Context: an optimization exercise on an open-source flow, tuned for small area, a short achievable clock period and few clock cycles per item. The choices shown serve that exercise and are no tape-out recipe.
Only simulation tests tie the RTL to the original design; equivalence was not proved.

## main
==> flow/design.v <==
module fft8_twiddle #(
    parameter bit CEIL = 1'b0     
)(
    input  logic signed [16:0] s,
    output logic [15:0]        hi_a,
    output logic [15:0]        hi_b,
    output logic               c15
);
    localparam logic [30:0] K = 31'(-(64'sd23170 <<< 16) + (CEIL ? 64'sd32767 : 64'sd0));
    logic [30:0] u;
    logic [30:0] t0, t1, t2, t3, t4, t5;
    logic [30:0] a1, b1, a2, b2, a3, b3, a4, b4, a5, b5;
    logic [15:0] lo;
    always_comb begin
        u  = {14'd0, ~s[16], s[15:0]};
        t0 = u << 1;  t1 = u << 7;  t2 = u << 9;
        t3 = u << 11; t4 = u << 12; t5 = u << 14;
        a1 = t0 ^ t1 ^ t2;  b1 = ((t0 & t1) | (t0 & t2) | (t1 & t2)) << 1;
        a2 = t3 ^ t4 ^ t5;  b2 = ((t3 & t4) | (t3 & t5) | (t4 & t5)) << 1;
        a3 = a1 ^ b1 ^ a2;  b3 = ((a1 & b1) | (a1 & a2) | (b1 & a2)) << 1;
        a4 = b2 ^ K ^ a3;   b4 = ((b2 & K) | (b2 & a3) | (K & a3)) << 1;
        a5 = a4 ^ b4 ^ b3;  b5 = ((a4 & b4) | (a4 & b3) | (b4 & b3)) << 1;
        lo   = {1'b0, a5[14:0]} + {1'b0, b5[14:0]};
        c15  = lo[15];
        hi_a = a5[30:15];
        hi_b = b5[30:15];
    end
endmodule
module fft8_bfly_t (
    input  logic [15:0] b,
    input  logic [15:0] ha,
    input  logic [15:0] hb,
    input  logic        c,
    output logic [15:0] y,
    output logic [15:0] z
);
    logic [15:0] p1, q1, p2, q2;
    always_comb begin
        p1 = b ^ ha ^ hb;
        q1 = {((b & ha) | (b & hb) | (ha & hb)), 1'b0};
        y  = p1 + q1 + {15'd0, c};
        p2 = b ^ ~ha ^ ~hb;
        q2 = {((b & ~ha) | (b & ~hb) | (~ha & ~hb)), 1'b1};
        z  = p2 + q2 + {15'd0, ~c};
    end
endmodule
module fft8_bf #(
    parameter integer N = 16
)(
    input  logic [N-1:0] a,
    input  logic [N-1:0] b,
    output logic [N-1:0] s,
    output logic [N-1:0] d
);
    localparam integer L = (N > 16) ? 5 : 4;    
    logic [N-1:0] p, g, h;
    logic [N-1:0] gs [0:L], ps [0:L], gd [0:L], pd [0:L];
    always_comb begin
        p = a ^ b;
        g = a & b;             
        h = a & ~b;            
        gs[0] = g;  ps[0] = p;
        gd[0] = h;  pd[0] = ~p;
        gd[0][0] = h[0] | ~p[0];
        for (int l = 0; l < L; l++) begin
            gs[l+1] = gs[l];  ps[l+1] = ps[l];
            gd[l+1] = gd[l];  pd[l+1] = pd[l];
            for (int j = 0; j < N; j++)
                if ((j >> l) & 1) begin
                    gs[l+1][j] = gs[l][j] | (ps[l][j] & gs[l][((j >> l) << l) - 1]);
                    ps[l+1][j] = ps[l][j] & ps[l][((j >> l) << l) - 1];
                    gd[l+1][j] = gd[l][j] | (pd[l][j] & gd[l][((j >> l) << l) - 1]);
                    pd[l+1][j] = pd[l][j] & pd[l][((j >> l) << l) - 1];
                end
        end
        s = p ^ {gs[L][N-2:0], 1'b0};
        d = ~p ^ {gd[L][N-2:0], 1'b1};
    end
endmodule
module fft8 #(
    parameter integer WIDTH = 16
)(
    input  logic                   clk,
    input  logic                   rst,
    input  logic                   in_valid,
    output logic                   in_ready,
    input  logic [8*WIDTH-1:0]     in_re_flat,
    input  logic [8*WIDTH-1:0]     in_im_flat,
    output logic                   out_valid,
    output logic [8*WIDTH-1:0]     out_re_flat,
    output logic [8*WIDTH-1:0]     out_im_flat
);
    localparam integer NREG = 5;
    logic [NREG-1:0] vld;
    always_ff @(posedge clk or posedge rst) begin
        if (rst) begin
            vld      <= '0;
            in_ready <= 1'b0;
        end else begin
            vld      <= {vld[NREG-2:0], in_valid & in_ready};
            in_ready <= 1'b1;
        end
    end
    assign out_valid = vld[NREG-1];
    logic signed [15:0] x_re [0:7], x_im [0:7];
    always_comb
        for (int i = 0; i < 8; i++) begin
            x_re[i] = in_re_flat[16*i +: 16];
            x_im[i] = in_im_flat[16*i +: 16];
        end
    logic [15:0] a_re_c [0:7], a_im_c [0:7];
    for (genvar k = 0; k < 4; k++) begin : g_s1
        fft8_bf u_re (.a(x_re[k]), .b(x_re[k+4]), .s(a_re_c[k]), .d(a_re_c[k+4]));
        fft8_bf u_im (.a(x_im[k]), .b(x_im[k+4]), .s(a_im_c[k]), .d(a_im_c[k+4]));
    end
    logic signed [15:0] a_re [0:7], a_im [0:7];
    always_ff @(posedge clk)
        for (int k = 0; k < 8; k++) begin
            a_re[k] <= a_re_c[k];
            a_im[k] <= a_im_c[k];
        end
    logic [15:0] b_re_c [0:7], b_im_c [0:7];
    fft8_bf u_b0r (.a(a_re[0]), .b(a_re[2]), .s(b_re_c[0]), .d(b_re_c[2]));
    fft8_bf u_b0i (.a(a_im[0]), .b(a_im[2]), .s(b_im_c[0]), .d(b_im_c[2]));
    fft8_bf u_b4r (.a(a_re[1]), .b(a_re[3]), .s(b_re_c[4]), .d(b_re_c[6]));
    fft8_bf u_b4i (.a(a_im[1]), .b(a_im[3]), .s(b_im_c[4]), .d(b_im_c[6]));
    fft8_bf u_b1r (.a(a_re[4]), .b(a_im[6]), .s(b_re_c[1]), .d(b_re_c[3]));
    fft8_bf u_b1i (.a(a_im[4]), .b(a_re[6]), .s(b_im_c[3]), .d(b_im_c[1]));
    fft8_bf u_b5r (.a(a_re[5]), .b(a_im[7]), .s(b_re_c[5]), .d(b_re_c[7]));
    fft8_bf u_b5i (.a(a_im[5]), .b(a_re[7]), .s(b_im_c[7]), .d(b_im_c[5]));
    logic signed [15:0] b_re [0:7], b_im [0:7];
    always_ff @(posedge clk)
        for (int k = 0; k < 8; k++) begin
            b_re[k] <= b_re_c[k];
            b_im[k] <= b_im_c[k];
        end
    logic signed [16:0] s1, d1, s3, d3;
    logic signed [15:0] e_re [0:7], e_im [0:7];     
    logic signed [15:0] q_re [0:1], q_im [0:1];     
    logic [16:0] s1_c, d1_c, s3_c, d3_c;
    logic [15:0] e_re_c [0:7], e_im_c [0:7];
    fft8_bf #(.N(17)) u_s1 (.a({b_im[5][15], b_im[5]}), .b({b_re[5][15], b_re[5]}), .s(s1_c), .d(d1_c));
    fft8_bf #(.N(17)) u_s3 (.a({b_im[7][15], b_im[7]}), .b({b_re[7][15], b_re[7]}), .s(s3_c), .d(d3_c));
    fft8_bf u_e0r (.a(b_re[0]), .b(b_re[4]), .s(e_re_c[0]), .d(e_re_c[4]));
    fft8_bf u_e0i (.a(b_im[0]), .b(b_im[4]), .s(e_im_c[0]), .d(e_im_c[4]));
    fft8_bf u_e2r (.a(b_re[2]), .b(b_im[6]), .s(e_re_c[2]), .d(e_re_c[6]));
    fft8_bf u_e2i (.a(b_im[2]), .b(b_re[6]), .s(e_im_c[6]), .d(e_im_c[2]));
    always_ff @(posedge clk) begin
        s1 <= s1_c;
        d1 <= d1_c;
        s3 <= s3_c;
        d3 <= d3_c;
        for (int k = 0; k < 8; k += 2) begin
            e_re[k] <= e_re_c[k];
            e_im[k] <= e_im_c[k];
        end
        q_re[0] <= b_re[1];  q_im[0] <= b_im[1];
        q_re[1] <= b_re[3];  q_im[1] <= b_im[3];
    end
    logic [15:0] t_a [0:3], t_b [0:3];
    logic        t_c [0:3];
    fft8_twiddle u_t0 (.s(s1), .hi_a(t_a[0]), .hi_b(t_b[0]), .c15(t_c[0]));
    fft8_twiddle u_t1 (.s(d1), .hi_a(t_a[1]), .hi_b(t_b[1]), .c15(t_c[1]));
    fft8_twiddle u_t2 (.s(d3), .hi_a(t_a[2]), .hi_b(t_b[2]), .c15(t_c[2]));
    fft8_twiddle #(.CEIL(1'b1)) u_t3 (.s(s3), .hi_a(t_a[3]), .hi_b(t_b[3]), .c15(t_c[3]));
    logic [15:0] r_a [0:3], r_b [0:3];
    logic        r_c [0:3];
    logic signed [15:0] f_re [0:7], f_im [0:7];     
    logic signed [15:0] g_re [0:1], g_im [0:1];     
    always_ff @(posedge clk) begin
        for (int k = 0; k < 4; k++) begin
            r_a[k] <= t_a[k];
            r_b[k] <= t_b[k];
            r_c[k] <= t_c[k];
        end
        for (int k = 0; k < 8; k += 2) begin
            f_re[k] <= e_re[k];
            f_im[k] <= e_im[k];
        end
        for (int k = 0; k < 2; k++) begin
            g_re[k] <= q_re[k];
            g_im[k] <= q_im[k];
        end
    end
    logic [15:0] o_re [0:7], o_im [0:7];
    fft8_bfly_t u_x1r (.b(g_re[0]), .ha(r_a[0]), .hb(r_b[0]), .c(r_c[0]), .y(o_re[1]), .z(o_re[5]));
    fft8_bfly_t u_x1i (.b(g_im[0]), .ha(r_a[1]), .hb(r_b[1]), .c(r_c[1]), .y(o_im[1]), .z(o_im[5]));
    fft8_bfly_t u_x3r (.b(g_re[1]), .ha(r_a[2]), .hb(r_b[2]), .c(r_c[2]), .y(o_re[3]), .z(o_re[7]));
    fft8_bfly_t u_x3i (.b(g_im[1]), .ha(r_a[3]), .hb(r_b[3]), .c(r_c[3]), .y(o_im[7]), .z(o_im[3]));
    always_comb
        for (int k = 0; k < 8; k += 2) begin
            o_re[k] = f_re[k];
            o_im[k] = f_im[k];
        end
    logic [15:0] y_re [0:7], y_im [0:7];
    always_ff @(posedge clk)
        for (int i = 0; i < 8; i++) begin
            y_re[i] <= o_re[i];
            y_im[i] <= o_im[i];
        end
    always_comb
        for (int i = 0; i < 8; i++) begin
            out_re_flat[16*i +: 16] = y_re[i];
            out_im_flat[16*i +: 16] = y_im[i];
        end
endmodule
clock: 11.0 ns
lec_check: 0
cap_margin: 20
core_margin: 2
core_utilization: 40
place_density: 0.6
slew_margin: 20
standard.sh (not shown) runs the stock make flow with config.mk's settings and CLKGATE_MAP_FILE= SYNTH_SCRIPT=/design/flow/synth_recipe.tcl, a recipe that flattens the netlist after the stock synthesis.
==> flow/flow/run.sh <==
#!/bin/bash
# The standard layout, with the port buffers made of sky130_fd_sc_hd__buf_2
# instead of the flow's default pick, and timing repair asked to leave 7.6 ns
# of setup slack.  make's output goes to standard.log; each ORFS step keeps
# its own log under orfs/logs/.
set -euo pipefail
bash standard.sh "BUFFER_PORTS_ARGS=-buffer_cell sky130_fd_sc_hd__buf_2" SETUP_SLACK_MARGIN=7.6 finish > standard.log 2>&1
main completed end to end with timing, DRC and antenna clean.
Testbench counts of main, summed over its fixed seeds: cycles 2,088, items 2,048.
Relative to main, the following input files were edited for the feature branch:
--- a/flow/config.mk
+++ b/flow/config.mk
@@ -9,4 +9,4 @@
 export CORE_MARGIN = 2
-export CORE_UTILIZATION = 40
-export PLACE_DENSITY = 0.6
+export CORE_UTILIZATION = 60
+export PLACE_DENSITY = 0.72
 export SLEW_MARGIN = 20
Results
Fraction of area in registers was lower in the run labelled main.
Comparing count of instances resized after the clock tree is built for main and the feature branch, the bigger number came from main.
Delay contributed by the slowest stage of the critical path ended up 0.02 ns higher on the feature branch than on main.
main → the feature branch: met3 wire length went up; synthesis-to-finish area growth saw a decrease.
Against main, initial DRC count in the feature branch rose by more than 10%.
The higher final-layout fill cell count of main and the feature branch is in main.
Wire length: main and the feature branch compared, higher one is main
Average via count per standard cell: the feature branch higher than main

* * *

== wip/ember ==
fft8, a different RTL version from the one above (not shown whole).
Size: about 6300 cells after synthesis, about 1300 flip-flops, ~520 I/O pins, about 67000 µm² of cells after synthesis.
export LEC_CHECK = 0
export CAP_MARGIN = 20
export CORE_MARGIN = 2
export CORE_UTILIZATION = 55
export CTS_CLUSTER_DIAMETER = 90
export CTS_CLUSTER_SIZE = 25
export PLACE_DENSITY = 0.7
export SLEW_MARGIN = 20
create_clock -name core_clock -period 11.0 [get_ports {clk}]
==> flow/flow/run.sh <==
#!/bin/bash
# The standard layout, with the port buffers made of sky130_fd_sc_hd__buf_2
# instead of the flow's default pick, and timing repair asked to leave 7.8 ns
# of setup slack.  make's output goes to standard.log; each ORFS step keeps
# its own log under orfs/logs/.
set -euo pipefail
bash standard.sh "BUFFER_PORTS_ARGS=-buffer_cell sky130_fd_sc_hd__buf_2" SETUP_SLACK_MARGIN=7.8 finish > standard.log 2>&1
Testbench counts of wip/ember, summed over its fixed seeds: cycles 2,088, items 2,048.
[inputs] wip/cedar vs wip/ember
Settings: swapping 0.7 for 0.6 in PLACE_DENSITY; swapping 55 for 40 in CORE_UTILIZATION.
==> flow/flow/run.sh <==
#!/bin/bash
# The standard layout, with the port buffers made of sky130_fd_sc_hd__buf_2
# instead of the flow's default pick, and timing repair asked to leave 7.7 ns
# of setup slack.  make's output goes to standard.log; each ORFS step keeps
# its own log under orfs/logs/.
set -euo pipefail
bash standard.sh "BUFFER_PORTS_ARGS=-buffer_cell sky130_fd_sc_hd__buf_2" SETUP_SLACK_MARGIN=7.7 finish > standard.log 2>&1
--- outcome ---
Compared with wip/ember, wip/cedar shows a floorplan row count that is 22 higher. Diff wip/ember -> wip/cedar | inserted tap cell count | up by more than a quarter. Per the comparison of wip/cedar with wip/ember, sequential cell area share fell by 0.38 points, met1 layer usage reported by global route moved down. Lower starting utilization of the core area among wip/cedar and wip/ember: wip/cedar. Changes observed in wip/cedar relative to wip/ember: detailed-route DRC error count comparable, placed standard-cell area increased by 0.97% relative to the old numbers, layout overhead on the synthesized area up 1.4 points.
For wip/onyx, these inputs were changed with respect to wip/cedar:
Settings: changing PLACE_DENSITY from 0.6 to 0.75; changing CORE_UTILIZATION from 40 to 60.
==> flow/flow/run.sh <==
#!/bin/bash
# The standard layout, with the port buffers made of sky130_fd_sc_hd__buf_2
# instead of the flow's default pick, and timing repair asked to leave 7.65 ns
# of setup slack.  make's output goes to standard.log; each ORFS step keeps
# its own log under orfs/logs/.
set -euo pipefail
bash standard.sh "BUFFER_PORTS_ARGS=-buffer_cell sky130_fd_sc_hd__buf_2" SETUP_SLACK_MARGIN=7.65 finish > standard.log 2>&1
==> comparison <==
- Looking at the reports, wip/onyx completed the entire flow and the layout it produced met the timing, DRC and antenna checks.
- wip/cedar completed end to end with timing, DRC and antenna clean.
- Against wip/cedar, wip/onyx comes in 2.0 points lower on share of cells above drive strength 1.
- wip/cedar has a lower starting utilization of the core area than wip/onyx.
- Looking at wip/cedar and wip/onyx, the number of global-route vias before repair is a wash.
- wip/cedar and wip/onyx ended up with nearly the same final setup skew.
- wip/cedar has higher synthesis-to-finish area growth than wip/onyx.
> inputs changed (wip/onyx -> wip/garnet)
==> flow/flow/run.sh <==
#!/bin/bash
# The standard layout, with the port buffers made of sky130_fd_sc_hd__buf_2
# instead of the flow's default pick, and timing repair asked to leave 7.8 ns
# of setup slack.  make's output goes to standard.log; each ORFS step keeps
# its own log under orfs/logs/.
set -euo pipefail
bash standard.sh "BUFFER_PORTS_ARGS=-buffer_cell sky130_fd_sc_hd__buf_2" SETUP_SLACK_MARGIN=7.8 finish > standard.log 2>&1
==> comparison <==
- Status | wip/garnet and wip/onyx | clean
- In wip/garnet, the count of instances resized after the clock tree is built came out 83 above the value in wip/onyx.
- Side by side, wire length of the first global-routing pass turned out higher in wip/garnet than in wip/onyx.
- Re netlist area before placement: no difference whatsoever between wip/garnet and wip/onyx.
- Run comparison: wip/onyx worst setup path endpoint in_ready; wip/garnet worst setup path endpoint out_re_flat[71]
- Against wip/onyx, wip/garnet comes in 540 µm² higher on area of the multi-input gates.
Relative to wip/garnet, the following input files were edited for wip/yarrow:
Settings: an added SETUP_SLACK_MARGIN of 5.
==> flow/run.sh (new file) <==
#!/bin/bash
# synth_recipe.tcl (not shown) runs the flow's synth.tcl, then flattens the netlist and writes it again
# the make line also repeats each setting of config.mk as NAME=value (left out here)
make -C /OpenROAD-flow-scripts/flow DESIGN_CONFIG=/design/flow/config.mk WORK_HOME=/design/flow/orfs CLKGATE_MAP_FILE= SYNTH_SCRIPT=/design/flow/synth_recipe.tcl finish
removed: flow/flow/run.sh
removed: flow/standard.sh
Results
Relative to wip/garnet, wip/yarrow improves clock skew. For non-clock buffer instance count of the final layout, dividing the value from wip/garnet by the value from wip/yarrow gives 1.10. Row share of cells above drive strength 1: wip/yarrow lower / wip/garnet higher. Compare wip/garnet and wip/yarrow | global placer's final weighted congestion higher: wip/garnet. Taking wip/garnet as the reference, in wip/yarrow met1 track utilization from global routing moved up, final worst setup slack moved down.

[port drivers added, routing unchanged]
The flow's constraints put no driver on any port. The routed layouts listed below were extracted and timed again, unchanged, in two steps. Step 1, drivers: a clkbuf_16 drives clk and a buf_2 each remaining input, both assumed. Step 2 also shifts input and output timing later by t, the mid clock arrival at the registers, as if the neighbouring blocks saw the same clock. Three values: ideal, step 1, step 2; two values: the first two.
| run | t (ns) | setup WS [ns] | worst setup path at the end |
|---|---|---|---|
| main | 0.865 | 7.490 / 7.407 / 6.684 | input to register |
| the feature branch | 0.837 | 7.524 / 7.440 / 6.723 | input to register |
| wip/ember | 0.785 | 7.571 / 7.492 / 7.076 | input to register |
| wip/cedar | 0.786 | 7.587 / 7.506 / 6.984 | input to register |
| wip/onyx | 0.740 | 7.616 / 7.537 / 7.008 | input to register |
| wip/garnet | 0.743 | 7.622 / 7.544 / 7.068 | input to register |
| wip/yarrow | 0.750 | 7.133 / 7.053 / 6.403 | input to register |
After both steps every run listed still meets setup and hold. The setup slack of main, which loses most, moves by -0.083 ns with the drivers and by -0.806 ns with both steps.
